Background: an optimization exercise with open tools, aiming at small area. Do not read the settings as production practice.
Function was checked by simulation only, so behaviour that the tests miss may differ from the original.
Power and IR drop assume default switching activity.

==> module VBUFF_controller, before the edit <==
module VBUFF_controller(xpos, ypos, P1_xpos, P1_ypos, P2_xpos, P2_ypos, VRAM_in, LOSS_flag, COLOR_OUT);
	function ge10(input [9:0] v, input [9:0] c);
		integer i;
		reg r;
		begin
			r = 1'b1;
			for (i = 0; i < 10; i = i + 1)
				r = c[i] ? (v[i] & r) : (v[i] | r);
			ge10 = r;
		end
	endfunction
	input [9:0] xpos, ypos;
	input [9:0] P1_xpos, P2_xpos;
	input [8:0] P1_ypos, P2_ypos;
	input VRAM_in;
	output LOSS_flag;
	output [7:0] COLOR_OUT;
	wire data_on = ~(xpos[9] & (xpos[8] | xpos[7])) & ~(ypos[9] | (&ypos[8:5]));
	wire outline = ~ge10(xpos, 10'd100) | ge10(xpos, 10'd540) | ~ge10(ypos, 10'd20) | ge10(ypos, 10'd460);
	function wall(input [9:0] x, input [8:0] y);
		wall = (~x[0] & ~x[1] & ~x[3] & ~x[4] & x[5] & ~x[7] & ~x[8]) |    
		       (x[2] & x[3] & x[4] & x[9]) |                              
		       (~y[0] & ~y[1] & ~y[3] & ~y[5] & ~y[6] & ~y[7] & ~y[8]) |   
		       (y[2] & y[3] & y[6] & y[7] & y[8]);                         
	endfunction
	wire wall1 = wall(P1_xpos, P1_ypos);
	wire wall2 = wall(P2_xpos, P2_ypos);
	wire x_p1 = (xpos == P1_xpos);
	wire x_p2 = (xpos == P2_xpos);
	wire trail1 = x_p1 & (xpos == {1'b0, P1_ypos}) & VRAM_in;
	wire trail2 = x_p2 & (xpos == {1'b0, P2_ypos}) & VRAM_in;
	wire meet = (P1_xpos == P2_xpos) & (P1_ypos == P2_ypos);
	wire p1_lost = wall1 | trail1;
	assign LOSS_flag = p1_lost | wall2 | trail2 | meet;
	wire p1_here = x_p1 & (ypos == {1'b0, P1_ypos});
	wire p2_here = x_p2 & (ypos == {1'b0, P2_ypos});
	wire text;
	LOSS_TEXT ltext(.xpos(xpos), .ypos(ypos), .p1_lost(p1_lost), .text(text));
	wire field = ~LOSS_flag & ~outline;
	wire red   = LOSS_flag ? text : (field & ~p1_here & p2_here);
	wire green = field & p1_here;
	wire blue1 = field & ~p1_here & ~p2_here & VRAM_in;
	wire blue0 = ~LOSS_flag & outline;
	assign COLOR_OUT = {red, red, red, green, green, green, blue1, blue0} & {8{data_on}};
endmodule
==> module LOSS_TEXT, before the edit <==
module LOSS_TEXT(xpos, ypos, p1_lost, text);
	function ge10(input [9:0] v, input [9:0] c);
		integer i;
		reg r;
		begin
			r = 1'b1;
			for (i = 0; i < 10; i = i + 1)
				r = c[i] ? (v[i] & r) : (v[i] | r);
			ge10 = r;
		end
	endfunction
	input [9:0] xpos, ypos;
	input p1_lost;
	output text;
	wire xa = ge10(xpos, 10'd223) & ~ge10(xpos, 10'd261);
	wire xb = ge10(xpos, 10'd261) & ~ge10(xpos, 10'd298);
	wire xc = ge10(xpos, 10'd298) & ~ge10(xpos, 10'd335);
	wire xd = ge10(xpos, 10'd372) & ~ge10(xpos, 10'd489);
	wire y0 = ge10(ypos, 10'd28) & ~ge10(ypos, 10'd66);
	wire y1 = ge10(ypos, 10'd66) & ~ge10(ypos, 10'd103);
	wire y2 = ge10(ypos, 10'd103) & ~ge10(ypos, 10'd140);
	wire y3 = ge10(ypos, 10'd140) & ~ge10(ypos, 10'd214);
	wire p_common = (y0 & (xa | xb | xc | xd)) | (y1 & (xa | xc)) | (y2 & (xa | xb | xc)) | (y3 & xa);
	wire p2_extra = y3 & xd;                        
	wire p1_extra = (y1 | y2 | y3) & xd;            
	wire w0 = ge10(ypos, 10'd286) & ~ge10(ypos, 10'd324);
	wire w1 = ge10(ypos, 10'd324) & ~ge10(ypos, 10'd361);
	wire w2 = ge10(ypos, 10'd361) & ~ge10(ypos, 10'd398);
	wire w3 = ge10(ypos, 10'd398) & ~ge10(ypos, 10'd435);
	wire w4 = ge10(ypos, 10'd435) & ~ge10(ypos, 10'd472);
	wire c1 = ge10(xpos, 10'd52) & ~ge10(xpos, 10'd89);
	wire c2 = ge10(xpos, 10'd89) & ~ge10(xpos, 10'd126);
	wire c3 = ge10(xpos, 10'd126) & ~ge10(xpos, 10'd163);
	wire c4 = ge10(xpos, 10'd163) & ~ge10(xpos, 10'd200);
	wire c5 = ge10(xpos, 10'd200) & ~ge10(xpos, 10'd237);
	wire c6 = ge10(xpos, 10'd274) & ~ge10(xpos, 10'd311);
	wire c7 = ge10(xpos, 10'd348) & ~ge10(xpos, 10'd385);
	wire c8 = ge10(xpos, 10'd385) & ~ge10(xpos, 10'd422);
	wire c9 = ge10(xpos, 10'd422) & ~ge10(xpos, 10'd459);
	wire c10 = ge10(xpos, 10'd496) & ~ge10(xpos, 10'd533);
	wire c11 = ge10(xpos, 10'd533) & ~ge10(xpos, 10'd570);
	wire c12 = ge10(xpos, 10'd570) & ~ge10(xpos, 10'd607);
	wire wcol = c1 | c3 | c5 | c6 | c7 | c9;
	wire wins = (w0 & (wcol | c8 | c10 | c11 | c12)) |
	            (w1 & (wcol | c10)) |
	            (w2 & (wcol | c10 | c11 | c12)) |
	            (w3 & (wcol | c2 | c4 | c12)) |
	            (w4 & (wcol | c2 | c4 | c10 | c11 | c12));
	assign text = p_common | wins | (p1_lost ? p2_extra : p1_extra);
endmodule
export LEC_CHECK = 0
export CAP_MARGIN = 20
export CORE_MARGIN = 2
export CORE_UTILIZATION = 70
export CTS_BUF_LIST = sky130_fd_sc_hd__clkbuf_8
export CTS_CLUSTER_DIAMETER = 60
export CTS_CLUSTER_SIZE = 20
export PLACE_DENSITY = 0.85
export SLEW_MARGIN = 20
create_clock -name core_clock -period 40.0 [get_ports {CLK}]
standard.sh (not shown) runs the stock make flow with config.mk's settings and CLKGATE_MAP_FILE= SYNTH_SCRIPT=/design/flow/synth_recipe.tcl, a recipe that flattens the netlist after the stock synthesis.
==> flow/flow/run.sh <==
#!/bin/bash
set -euo pipefail
export BUFFER_PORTS_ARGS="-buffer_cell sky130_fd_sc_hd__buf_1"
export CTS_ARGS="-sink_clustering_enable -repair_clock_nets -dont_use_dummy_load -buf_list sky130_fd_sc_hd__clkbuf_8 -sink_clustering_size 20 -sink_clustering_max_diameter 60"
bash standard.sh > standard_flow.log 2>&1
Change:
--- a/flow/design.v
+++ b/flow/design.v
@@ -85,8 +85,9 @@
 	assign LOSS_flag = p1_lost | wall2 | trail2 | meet;
 	wire p1_here = x_p1 & (ypos == {1'b0, P1_ypos});
 	wire p2_here = x_p2 & (ypos == {1'b0, P2_ypos});
-	wire text;
-	LOSS_TEXT ltext(.xpos(xpos), .ypos(ypos), .p1_lost(p1_lost), .text(text));
+	wire t1, t2;
+	LOSS_TEXT ltext(.xpos(xpos), .ypos(ypos), .t_p1_lost(t1), .t_p2_lost(t2));
+	wire text = p1_lost ? t1 : t2;
 	wire field = ~LOSS_flag & ~outline;
 	wire red   = LOSS_flag ? text : (field & ~p1_here & p2_here);
 	wire green = field & p1_here;
@@ -94,7 +95,7 @@
 	wire blue0 = ~LOSS_flag & outline;
 	assign COLOR_OUT = {red, red, red, green, green, green, blue1, blue0} & {8{data_on}};
 endmodule
-module LOSS_TEXT(xpos, ypos, p1_lost, text);
+module LOSS_TEXT(xpos, ypos, t_p1_lost, t_p2_lost);
 	function ge10(input [9:0] v, input [9:0] c);
 		integer i;
 		reg r;
@@ -106,8 +107,7 @@
 		end
 	endfunction
 	input [9:0] xpos, ypos;
-	input p1_lost;
-	output text;
+	output t_p1_lost, t_p2_lost;
 	wire xa = ge10(xpos, 10'd223) & ~ge10(xpos, 10'd261);
 	wire xb = ge10(xpos, 10'd261) & ~ge10(xpos, 10'd298);
 	wire xc = ge10(xpos, 10'd298) & ~ge10(xpos, 10'd335);
@@ -142,7 +142,8 @@
 	            (w2 & (wcol | c10 | c11 | c12)) |
 	            (w3 & (wcol | c2 | c4 | c12)) |
 	            (w4 & (wcol | c2 | c4 | c10 | c11 | c12));
-	assign text = p_common | wins | (p1_lost ? p2_extra : p1_extra);
+	assign t_p1_lost = p_common | p2_extra | wins;
+	assign t_p2_lost = p_common | p1_extra | wins;
 endmodule
 module PLAYERS(CLK, RST, LOSS_flag, P1_left, P1_right, P2_left, P2_right,
 	P1_xpos, P1_ypos, P2_xpos, P2_ypos, WEB, ADDR_B);
The new run produced a clean layout. Worst setup slack got worse by 0.29 ns. Hold slack improved by 0.0037 ns. Core utilization grows by 0.42 points. Routed wire length shrinks by 3.6%. Clock-buffer cell count stays the same. Via count shrinks by 2.8%. Die area barely changes. Final area grows by about 0.6%. Area after synthesis hardly moves. Global-route usage shrinks by 0.86 points. Clock power grows by about 2%. Power grows by about 0.7%. Maximum frequency shrinks by 1.5%. Clock skew hardly moves.

## static timing again, ports no longer ideal
The flow's constraints put no driver on any port. The routed layouts listed below were extracted and timed again, unchanged, in two steps.
Step 1: set_driving_cell puts a clkbuf_16 on CLK and a buf_2 on each other input, an assumption about the parent block.
Step 2 adds t to the input delays and takes it off the output delays; t is the mean of the earliest and latest rising clock arrival at the registers after step 1. Input paths then give back, and output paths get back, about the clock's delay inside the block.
Three values: no drivers, after step 1, after step 2; two values: the first two.
| run | t (ns) | setup slack, ns | hold slack, ns |
|---|---|---|---|
| the first run | 0.482 | 21.861 / 21.843 / 21.843 | 0.375 / 0.375 / 0.375 |
| the second run | 0.488 | 21.576 / 21.556 / 21.556 | 0.379 / 0.379 / 0.379 |
After both steps setup and hold are still met in every run listed. For the second run, which loses most, drivers alone change the setup slack by -0.020 ns; drivers and shift together by -0.020 ns.
